From an optimization exercise on the open Yosys and OpenROAD flow, aimed at small area, a short achievable clock period and few clock cycles; shortcuts taken in it are not production practice. Where RTL was checked, it was by simulation tests only, not by an equivalence proof against the original.

branch xenon:
Design interpolation, start of the top module:
module interpolation (
    input           clk,
    input           RST,
    input           START,
    input   [5:0]   H0,
    input   [5:0]   V0,
    input   [3:0]   SW,
    input   [3:0]   SH,
    output          REN,
    input   [7:0]   R_DATA,
    output  [11:0]  ADDR,
    output  [7:0]   O_DATA,
    output          O_VALID
);
function [11:0] add12;
    input [11:0] x;
    input [11:0] y;
    reg c;
    integer k;
    begin
        c = 1'b0;
        for (k = 0; k < 12; k = k + 1) begin
            add12[k] = x[k] ^ y[k] ^ c;
            c = (x[k] & y[k]) | (x[k] & c) | (y[k] & c);
        end
    end
endfunction
function [7:0] lerp;
    input [7:0] a;
    input [7:0] b;
    input [3:0] w;
    reg [11:0] s;
    begin
        s = add12({4'b0, a}, {4'b0, w[0] ? b : a});
        s = add12(s, {3'b0, w[1] ? b : a, 1'b0});
        s = add12(s, {2'b0, w[2] ? b : a, 2'b0});
        s = add12(s, {1'b0, w[3] ? b : a, 3'b0});
        lerp = s[11:4];
    end
endfunction
localparam [4:0] LFSR16 = 5'd24;
reg [5:0] h0r;
reg [3:0] swm1, shm1;
reg        r_act;            
reg        r_low;            
reg [3:0]  r_c;              
reg [4:0]  r_j;              
reg [3:0]  r_y;              
reg [11:0] addr_q;
reg        ren_q;
reg        start_q;          
reg        v1, u1, v2, u2;
reg [3:0]  y1, y2;
reg [7:0]  rd, hold;
reg [7:0]  q0, q1, q2, q3;
reg [2:0]  cnt;              
reg [2:0]  alloc;            
reg [4:0]  c_i;              
reg [3:0]  c_x;              
reg [7:0]  o_data;
reg        o_valid;
assign REN = ren_q;
assign ADDR = addr_q;
assign O_DATA = o_data;
assign O_VALID = o_valid;
wire       c_last_i = (c_i == LFSR16);
wire       c_go = (cnt != 3'd0) && (c_x == 4'd0 || cnt[2:1] != 2'b00);
wire [4:0] cx_sum = {1'b0, c_x} + {1'b0, swm1};
wire       pop = c_go && (c_last_i || cx_sum[4]);
reg        n_low, n_more;
reg [3:0]  n_c;
reg [4:0]  n_j;
reg [3:0]  n_y;
reg [5:0]  n_col;
  ...
For scale: ~130 flip-flops, about 53 I/O pins, ~0.0072 mm^2 of cells after synthesis.
==> module interpolation, before the edit <==
module interpolation (
    input           clk,
    input           RST,
    input           START,
    input   [5:0]   H0,
    input   [5:0]   V0,
    input   [3:0]   SW,
    input   [3:0]   SH,
    output          REN,
    input   [7:0]   R_DATA,
    output  [11:0]  ADDR,
    output  [7:0]   O_DATA,
    output          O_VALID
);
function [11:0] add12;
    input [11:0] x;
    input [11:0] y;
    reg c;
    integer k;
    begin
        c = 1'b0;
        for (k = 0; k < 12; k = k + 1) begin
            add12[k] = x[k] ^ y[k] ^ c;
            c = (x[k] & y[k]) | (x[k] & c) | (y[k] & c);
        end
    end
endfunction
function [7:0] lerp;
    input [7:0] a;
    input [7:0] b;
    input [3:0] w;
    reg [11:0] s;
    begin
        s = add12({4'b0, a}, {4'b0, w[0] ? b : a});
        s = add12(s, {3'b0, w[1] ? b : a, 1'b0});
        s = add12(s, {2'b0, w[2] ? b : a, 2'b0});
        s = add12(s, {1'b0, w[3] ? b : a, 3'b0});
        lerp = s[11:4];
    end
endfunction
localparam [4:0] LFSR16 = 5'd24;
reg [5:0] h0r;
reg [3:0] swm1, shm1;
reg        r_act;            
reg        r_low;            
reg [3:0]  r_c;              
reg [4:0]  r_j;              
reg [3:0]  r_y;              
reg [11:0] addr_q;
reg        ren_q;
reg        start_q;          
reg        v1, u1, v2, u2;
reg [3:0]  y1, y2;
reg [7:0]  rd, hold;
reg [7:0]  q0, q1, q2, q3;
reg [2:0]  cnt;              
reg [2:0]  alloc;            
reg [4:0]  c_i;              
reg [3:0]  c_x;              
reg [7:0]  o_data;
reg        o_valid;
assign REN = ren_q;
assign ADDR = addr_q;
assign O_DATA = o_data;
assign O_VALID = o_valid;
wire       c_last_i = (c_i == LFSR16);
wire       c_go = (cnt != 3'd0) && (c_x == 4'd0 || cnt[2:1] != 2'b00);
wire [4:0] cx_sum = {1'b0, c_x} + {1'b0, swm1};
wire       pop = c_go && (c_last_i || cx_sum[4]);
reg        n_low, n_more;
reg [3:0]  n_c;
reg [4:0]  n_j;
reg [3:0]  n_y;
reg [5:0]  n_col;
reg [5:0]  n_dr;             
reg [4:0]  ysum;
always @(*) begin
    n_c = r_c;
    n_j = r_j;
    n_y = r_y;
    n_col = addr_q[5:0];
    n_low = 1'b0;
    n_more = 1'b1;
    n_dr = 6'd0;
    ysum = {1'b0, r_y} + {1'b0, shm1};
    if (r_low) begin
        n_dr = 6'h3f;
    end else if (r_c != swm1) begin
        n_c = r_c + 4'd1;
        n_col = addr_q[5:0] + 6'd1;
        n_low = (r_y != 4'd0);
        n_dr = {5'd0, n_low};
    end else begin
        n_c = 4'd0;
        n_j = {r_j[3:0], r_j[4] ^ r_j[2]};
        n_y = ysum[3:0];
        n_col = h0r;
        n_low = (ysum[3:0] != 4'd0);
        n_dr = {4'd0, ysum[4] & n_low, ysum[4] ^ n_low};
        n_more = (r_j != LFSR16);
    end
end
wire credit = (alloc != 3'd4) || pop;
wire issue = r_act && !start_q && n_more && (r_low || credit);
wire       push = v2 && u2;
wire [7:0] kv = lerp(rd, hold, y2);
reg [7:0] s0, s1, s2, s3;
reg [2:0] wi;
always @(*) begin
    s0 = pop ? q1 : q0;
    s1 = pop ? q2 : q1;
    s2 = pop ? q3 : q2;
    s3 = q3;
    wi = cnt - {2'b0, pop};
    if (push) begin
        case (wi[1:0])
            2'd0: s0 = kv;
            2'd1: s1 = kv;
            2'd2: s2 = kv;
            2'd3: s3 = kv;
        endcase
    end
end
always @(posedge clk) begin
    rd <= R_DATA;
    hold <= rd;
    y1 <= start_q ? 4'd0 : r_y;
    u1 <= start_q || !r_low;
    y2 <= y1;
    u2 <= u1;
    q0 <= s0;
    q1 <= s1;
    q2 <= s2;
    q3 <= s3;
    o_data <= lerp(q0, q1, c_x);
    ren_q <= !(START || issue);
    if (START) begin
        h0r <= H0;
        swm1 <= SW - 4'd1;
        shm1 <= SH - 4'd1;
    end
    if (START)
        addr_q <= {V0, H0};
    else if (issue)
        addr_q <= {addr_q[11:6] + n_dr, n_col};
    if (start_q) begin
        r_low <= 1'b0;
        r_c <= 4'd0;
        r_j <= 5'd1;
        r_y <= 4'd0;
        c_i <= 5'd1;
        c_x <= 4'd0;
    end else begin
        if (issue) begin
            r_low <= n_low;
            r_c <= n_c;
            r_j <= n_j;
            r_y <= n_y;
        end
        if (c_go) begin
            if (c_last_i) begin
                c_i <= 5'd1;
                c_x <= 4'd0;
            end else begin
                c_i <= {c_i[3:0], c_i[4] ^ c_i[2]};
                c_x <= cx_sum[3:0];
            end
        end
    end
end
always @(posedge clk or posedge RST) begin
    if (RST) begin
        r_act <= 1'b0;
        start_q <= 1'b0;
        v1 <= 1'b0;
        v2 <= 1'b0;
        cnt <= 3'd0;
        alloc <= 3'd0;
        o_valid <= 1'b0;
    end else begin
        v1 <= !ren_q;
        v2 <= v1;
        o_valid <= c_go;
        start_q <= START;
        if (start_q) begin
            r_act <= 1'b1;
            cnt <= 3'd0;
            alloc <= 3'd1;
        end else begin
            if (!n_more)
                r_act <= 1'b0;
            cnt <= cnt + {2'b0, push} - {2'b0, pop};
            alloc <= alloc + {2'b0, issue && !r_low} - {2'b0, pop};
        end
    end
end
endmodule
==> flow/config.mk <==
export PLATFORM = sky130hd
export DESIGN_NAME = interpolation
export DESIGN_NICKNAME = interpolation
export VERILOG_FILES = /design/flow/design.v
export SDC_FILE = /design/flow/constraint.sdc
export NUM_CORES = 4
export LEC_CHECK = 0
export CAP_MARGIN = 20
export CORE_MARGIN = 2
export CORE_UTILIZATION = 60
export SLEW_MARGIN = 20
==> flow/constraint.sdc <==
create_clock -name core_clock -period 30.0 [get_ports {clk}]
set_input_delay 6.0000 -clock core_clock [delete_from_list [all_inputs] [get_ports {clk}]]
set_output_delay 6.0000 -clock core_clock [all_outputs]
set_load 0.01 [all_outputs]
standard.sh (not shown) runs the stock make flow with config.mk's settings and CLKGATE_MAP_FILE= SYNTH_SCRIPT=/design/flow/synth_recipe.tcl, a recipe that flattens the netlist after the stock synthesis.
==> flow/flow/run.sh <==
#!/bin/bash
# The standard ORFS layout (the standard.sh) with these changes:
#  - the port buffers are sky130_fd_sc_hd__buf_2 cells instead of the
#    cell buffer_ports picks by itself (a slow clkdlybuf4s50);
#  - clock tree synthesis adds no dummy loads and uses a clkbuf_16 root
#    with clkbuf_4 buffers below it.
# make's full output goes to standard.log; ORFS keeps each step's log under
# orfs/logs.
set -euo pipefail
here="$(cd "$(dirname "${BASH_SOURCE[0]}")" && pwd)"
export BUFFER_PORTS_ARGS="-buffer_cell sky130_fd_sc_hd__buf_2"
export PRE_RESIZE_TCL="$here/pre_resize.tcl"
export CTS_ARGS="-sink_clustering_enable -repair_clock_nets -dont_use_dummy_load -root_buf sky130_fd_sc_hd__clkbuf_16 -buf_list sky130_fd_sc_hd__clkbuf_4"
bash standard.sh finish > standard.log 2>&1
==> flow/flow/pre_resize.tcl <==
foreach port [all_inputs] {
  set pname [get_full_name $port]
  if {$pname == "clk"} { continue }
  foreach pin [get_pins -quiet -of_objects [get_nets $pname]] {
    set inst [get_cells -of_objects $pin]
    if {![string match "*__buf_*" [get_property $inst ref_name]]} { continue }
    set out [get_pins -of_objects $inst -filter "direction == output"]
    set fanout [llength [get_pins -of_objects [get_nets -of_objects $out] -filter "direction == input"]]
    if {$fanout > 16} {
      set cell sky130_fd_sc_hd__buf_8
    } elseif {$fanout <= 4} {
      set cell sky130_fd_sc_hd__buf_1
    } else {
      continue
    }
    puts "port $pname: buffer [get_full_name $inst] drives $fanout pins, now $cell"
    replace_cell $inst $cell
  }
}
Testbench counts of branch xenon, summed over its fixed seeds: cycles 21,452.
diff inputs: branch xenon => branch ember
diff --git a/flow/design.v b/flow/design.v
--- a/flow/design.v
+++ b/flow/design.v
@@ -177,9 +177,9 @@
         cnt <= 3'd0;
         alloc <= 3'd0;
         o_valid <= 1'b0;
     end else begin
-        v1 <= !ren_q;
+        v1 <= !ren_q && (r_act || start_q);
         v2 <= v1;
         o_valid <= c_go;
         start_q <= START;
         if (start_q) begin
### Flow results
- Compared with branch xenon, branch ember shows a lower count of cell types in the netlist.
- In terms of total of max-cap violations, branch xenon and branch ember differ only marginally.
- Status: detailed-route wire length on metal 1 parity (branch xenon, branch ember)
- A end point of the critical path of ADDR[7] is what branch xenon shows, while ADDR[3] belongs to branch ember.
- branch ember ended up with a higher met1 usage than branch xenon did.
- met3 capacity usage during global routing on branch ember is down relative to branch xenon.
- Starting density of the core: branch xenon vs branch ember — no meaningful difference
- branch ember ended with more cell area than branch xenon.
- On final cell count: branch ember sits above branch xenon.
- Between branch xenon and branch ember, the difference in global-route usage is negligible.
- Overall routed net length in branch ember vs branch xenon: up about 0.5%
- Any difference in die area between branch xenon and branch ember is small enough to ignore.
Testbench counts of branch ember, summed over its fixed seeds: cycles 21,452.


== onyx ==
Another version of the RTL of interpolation (not shown whole).
Size in the first run: about 130 flip-flops, about 53 I/O pins.
==> module interpolation, before the edit <==
module interpolation (
    input           clk,
    input           RST,
    input           START,
    input   [5:0]   H0,
    input   [5:0]   V0,
    input   [3:0]   SW,
    input   [3:0]   SH,
    output          REN,
    input   [7:0]   R_DATA,
    output  [11:0]  ADDR,
    output  [7:0]   O_DATA,
    output          O_VALID
);
function [11:0] add12;
    input [11:0] x;
    input [11:0] y;
    reg c;
    integer k;
    begin
        c = 1'b0;
        for (k = 0; k < 12; k = k + 1) begin
            add12[k] = x[k] ^ y[k] ^ c;
            c = (x[k] & y[k]) | (x[k] & c) | (y[k] & c);
        end
    end
endfunction
function [7:0] lerp;
    input [7:0] a;
    input [7:0] b;
    input [3:0] w;
    reg [11:0] s;
    begin
        s = add12({4'b0, a}, {4'b0, w[0] ? b : a});
        s = add12(s, {3'b0, w[1] ? b : a, 1'b0});
        s = add12(s, {2'b0, w[2] ? b : a, 2'b0});
        s = add12(s, {1'b0, w[3] ? b : a, 3'b0});
        lerp = s[11:4];
    end
endfunction
reg [5:0] h0r;
reg [3:0] swm1, shm1;
reg        r_act;            
reg        r_low;            
reg [3:0]  r_c;              
reg [4:0]  r_j;              
reg [3:0]  r_y;              
reg [11:0] addr_q;
reg        ren_q;
reg        v1, u1, v2, u2;
reg [3:0]  y1, y2;
reg [7:0]  rd, hold;
reg [7:0]  q0, q1, q2, q3;
reg [2:0]  cnt;              
reg [2:0]  alloc;            
reg [4:0]  c_i;
reg [3:0]  c_x;              
reg [7:0]  o_data;
reg        o_valid;
assign REN = ren_q;
assign ADDR = addr_q;
assign O_DATA = o_data;
assign O_VALID = o_valid;
wire       c_last_i = c_i[4];
wire       c_go = (cnt != 3'd0) && (c_x == 4'd0 || cnt[2:1] != 2'b00);
wire [4:0] cx_sum = {1'b0, c_x} + {1'b0, swm1};
wire       pop = c_go && (c_last_i || cx_sum[4]);
reg        n_low, n_more;
reg [3:0]  n_c;
reg [4:0]  n_j;
reg [3:0]  n_y;
reg [5:0]  n_col;
reg [5:0]  n_dr;             
reg [4:0]  ysum;
always @(*) begin
    n_c = r_c;
    n_j = r_j;
    n_y = r_y;
    n_col = addr_q[5:0];
    n_low = 1'b0;
    n_more = 1'b1;
    n_dr = 6'd0;
    ysum = {1'b0, r_y} + {1'b0, shm1};
    if (r_low) begin
        n_dr = 6'h3f;
    end else if (r_c != swm1) begin
        n_c = r_c + 4'd1;
        n_col = addr_q[5:0] + 6'd1;
        n_low = (r_y != 4'd0);
        n_dr = {5'd0, n_low};
    end else begin
        n_c = 4'd0;
        n_j = r_j + 5'd1;
        n_y = ysum[3:0];
        n_col = h0r;
        n_low = (ysum[3:0] != 4'd0);
        n_dr = {4'd0, ysum[4] & n_low, ysum[4] ^ n_low};
        n_more = !r_j[4];
    end
end
wire credit = (alloc != 3'd4) || pop;
wire issue = r_act && n_more && (r_low || credit);
wire       push = v2 && u2;
wire [7:0] kv = lerp(rd, hold, y2);
reg [7:0] s0, s1, s2, s3;
reg [2:0] wi;
always @(*) begin
    s0 = pop ? q1 : q0;
    s1 = pop ? q2 : q1;
    s2 = pop ? q3 : q2;
    s3 = q3;
    wi = cnt - {2'b0, pop};
    if (push) begin
        case (wi[1:0])
            2'd0: s0 = kv;
            2'd1: s1 = kv;
            2'd2: s2 = kv;
            2'd3: s3 = kv;
        endcase
    end
end
always @(posedge clk) begin
    rd <= R_DATA;
    hold <= rd;
    y1 <= r_y;
    u1 <= !r_low;
    y2 <= y1;
    u2 <= u1;
    q0 <= s0;
    q1 <= s1;
    q2 <= s2;
    q3 <= s3;
    o_data <= lerp(q0, q1, c_x);
    ren_q <= !(START || issue);
    if (START) begin
        h0r <= H0;
        swm1 <= SW - 4'd1;
        shm1 <= SH - 4'd1;
        addr_q <= {V0, H0};
        r_low <= 1'b0;
        r_c <= 4'd0;
        r_j <= 5'd0;
        r_y <= 4'd0;
        c_i <= 5'd0;
        c_x <= 4'd0;
    end else begin
        if (issue) begin
            addr_q <= {addr_q[11:6] + n_dr, n_col};
            r_low <= n_low;
            r_c <= n_c;
            r_j <= n_j;
            r_y <= n_y;
        end
        if (c_go) begin
            if (c_last_i) begin
                c_i <= 5'd0;
                c_x <= 4'd0;
            end else begin
                c_i <= c_i + 5'd1;
                c_x <= cx_sum[3:0];
            end
        end
    end
end
always @(posedge clk or posedge RST) begin
    if (RST) begin
        r_act <= 1'b0;
        v1 <= 1'b0;
        v2 <= 1'b0;
        cnt <= 3'd0;
        alloc <= 3'd0;
        o_valid <= 1'b0;
    end else begin
        v1 <= !ren_q;
        v2 <= v1;
        o_valid <= c_go;
        if (START) begin
            r_act <= 1'b1;
            cnt <= 3'd0;
            alloc <= 3'd1;
        end else begin
            if (!n_more)
                r_act <= 1'b0;
            cnt <= cnt + {2'b0, push} - {2'b0, pop};
            alloc <= alloc + {2'b0, issue && !r_low} - {2'b0, pop};
        end
    end
end
endmodule
==> flow/config.mk <==
export PLATFORM = sky130hd
export DESIGN_NAME = interpolation
export DESIGN_NICKNAME = interpolation
export VERILOG_FILES = /design/flow/design.v
export SDC_FILE = /design/flow/constraint.sdc
export NUM_CORES = 4
export LEC_CHECK = 0
export CAP_MARGIN = 20
export CORE_MARGIN = 2
export CORE_UTILIZATION = 60
export SLEW_MARGIN = 20
==> flow/constraint.sdc <==
create_clock -name core_clock -period 30.0 [get_ports {clk}]
set_input_delay 6.0000 -clock core_clock [delete_from_list [all_inputs] [get_ports {clk}]]
set_output_delay 6.0000 -clock core_clock [all_outputs]
set_load 0.01 [all_outputs]
==> flow/flow/run.sh <==
#!/bin/bash
# The standard ORFS layout (the standard.sh) with two changes:
#  - the port buffers are sky130_fd_sc_hd__buf_2 cells instead of the
#    cell buffer_ports picks by itself (a slow clkdlybuf4s50);
#  - clock tree synthesis adds no dummy loads.
# make's full output goes to standard.log; ORFS keeps each step's log under
# orfs/logs.
set -euo pipefail
export BUFFER_PORTS_ARGS="-buffer_cell sky130_fd_sc_hd__buf_2"
export CTS_ARGS="-sink_clustering_enable -repair_clock_nets -dont_use_dummy_load"
bash standard.sh finish > standard.log 2>&1
[inputs] violet vs onyx
--- a/flow/design.v
+++ b/flow/design.v
@@ -45,10 +45,11 @@
 reg [3:0]  r_c;              
 reg [4:0]  r_j;              
 reg [3:0]  r_y;              
 reg [11:0] addr_q;
 reg        ren_q;
+reg        start_q;          
 reg        v1, u1, v2, u2;
 reg [3:0]  y1, y2;
 reg [7:0]  rd, hold;
 reg [7:0]  q0, q1, q2, q3;
 reg [2:0]  cnt;              
@@ -97,11 +98,11 @@
         n_dr = {4'd0, ysum[4] & n_low, ysum[4] ^ n_low};
         n_more = !r_j[4];
     end
 end
 wire credit = (alloc != 3'd4) || pop;
-wire issue = r_act && n_more && (r_low || credit);
+wire issue = r_act && !start_q && n_more && (r_low || credit);
 wire       push = v2 && u2;
 wire [7:0] kv = lerp(rd, hold, y2);
 reg [7:0] s0, s1, s2, s3;
 reg [2:0] wi;
 always @(*) begin
@@ -120,12 +121,12 @@
     end
 end
 always @(posedge clk) begin
     rd <= R_DATA;
     hold <= rd;
-    y1 <= r_y;
-    u1 <= !r_low;
+    y1 <= start_q ? 4'd0 : r_y;
+    u1 <= start_q || !r_low;
     y2 <= y1;
     u2 <= u1;
     q0 <= s0;
     q1 <= s1;
     q2 <= s2;
@@ -134,20 +135,24 @@
     ren_q <= !(START || issue);
     if (START) begin
         h0r <= H0;
         swm1 <= SW - 4'd1;
         shm1 <= SH - 4'd1;
+    end
+    if (START)
         addr_q <= {V0, H0};
+    else if (issue)
+        addr_q <= {addr_q[11:6] + n_dr, n_col};
+    if (start_q) begin
         r_low <= 1'b0;
         r_c <= 4'd0;
         r_j <= 5'd0;
         r_y <= 4'd0;
         c_i <= 5'd0;
         c_x <= 4'd0;
     end else begin
         if (issue) begin
-            addr_q <= {addr_q[11:6] + n_dr, n_col};
             r_low <= n_low;
             r_c <= n_c;
             r_j <= n_j;
             r_y <= n_y;
         end
@@ -163,20 +168,22 @@
     end
 end
 always @(posedge clk or posedge RST) begin
     if (RST) begin
         r_act <= 1'b0;
+        start_q <= 1'b0;
         v1 <= 1'b0;
         v2 <= 1'b0;
         cnt <= 3'd0;
         alloc <= 3'd0;
         o_valid <= 1'b0;
     end else begin
         v1 <= !ren_q;
         v2 <= v1;
         o_valid <= c_go;
-        if (START) begin
+        start_q <= START;
+        if (start_q) begin
             r_act <= 1'b1;
             cnt <= 3'd0;
             alloc <= 3'd1;
         end else begin
             if (!n_more)
All of onyx and violet finish clean.
violet ends up with higher total of fill cells in the finished design than onyx does.
Count of final setup violators came out exactly the same in onyx and violet.
The faster design of the two is violet; onyx tops out lower.
Compared with onyx, violet shows a higher global-route wire length before repair.
In the tables for onyx and violet, design area reads lower with onyx.
Diff onyx -> violet: worst-skew pair later-pin latency was more or less identical, post-route core utilization level.
When violet is measured against onyx, its critical path depth turns out 3 lower.
Basic-gate share of the synthesized area counting and, or, nand and nor cells across onyx and violet: no real change.
Testbench counts of violet, summed over its fixed seeds: cycles 21,452.
Function not checked in onyx: the RTL went through the layout flow alone.

==> static timing again, ports no longer ideal <==
No port has a modelled driver above. Below, the same layouts with a new extraction and two added sets of constraints.
Step 1 sets driving cells, clkbuf_16 on the clock port and buf_2 on the other inputs (assumed; they add their load-dependent delay and slew).
Step 2 adds t to the input delays and takes it off the output delays; t is the mean of the earliest and latest rising clock arrival at the registers after step 1. Input paths then give back, and output paths get back, about the clock's delay inside the block.
a / b / c = ideal ports / drivers / drivers and shift; a / b = the first two.
run | t, ns | setup slack, ns | worst data-port slew with drivers (ns) | pins driven straight from the clock port
branch xenon | 0.398 | 22.998 / 22.958 / 23.007 | 0.05 | 1
branch ember | 0.388 | 23.030 / 22.991 / 22.982 | 0.05 | 1
onyx | 0.445 | 22.565 / 22.582 / 22.137 | 0.03 | 1
violet | 0.449 | 22.963 / 22.921 / 22.717 | 0.03 | 1
After both steps every run listed still meets setup and hold. The setup slack of onyx, which loses most, moves by +0.017 ns with the drivers and by -0.428 ns with both steps.
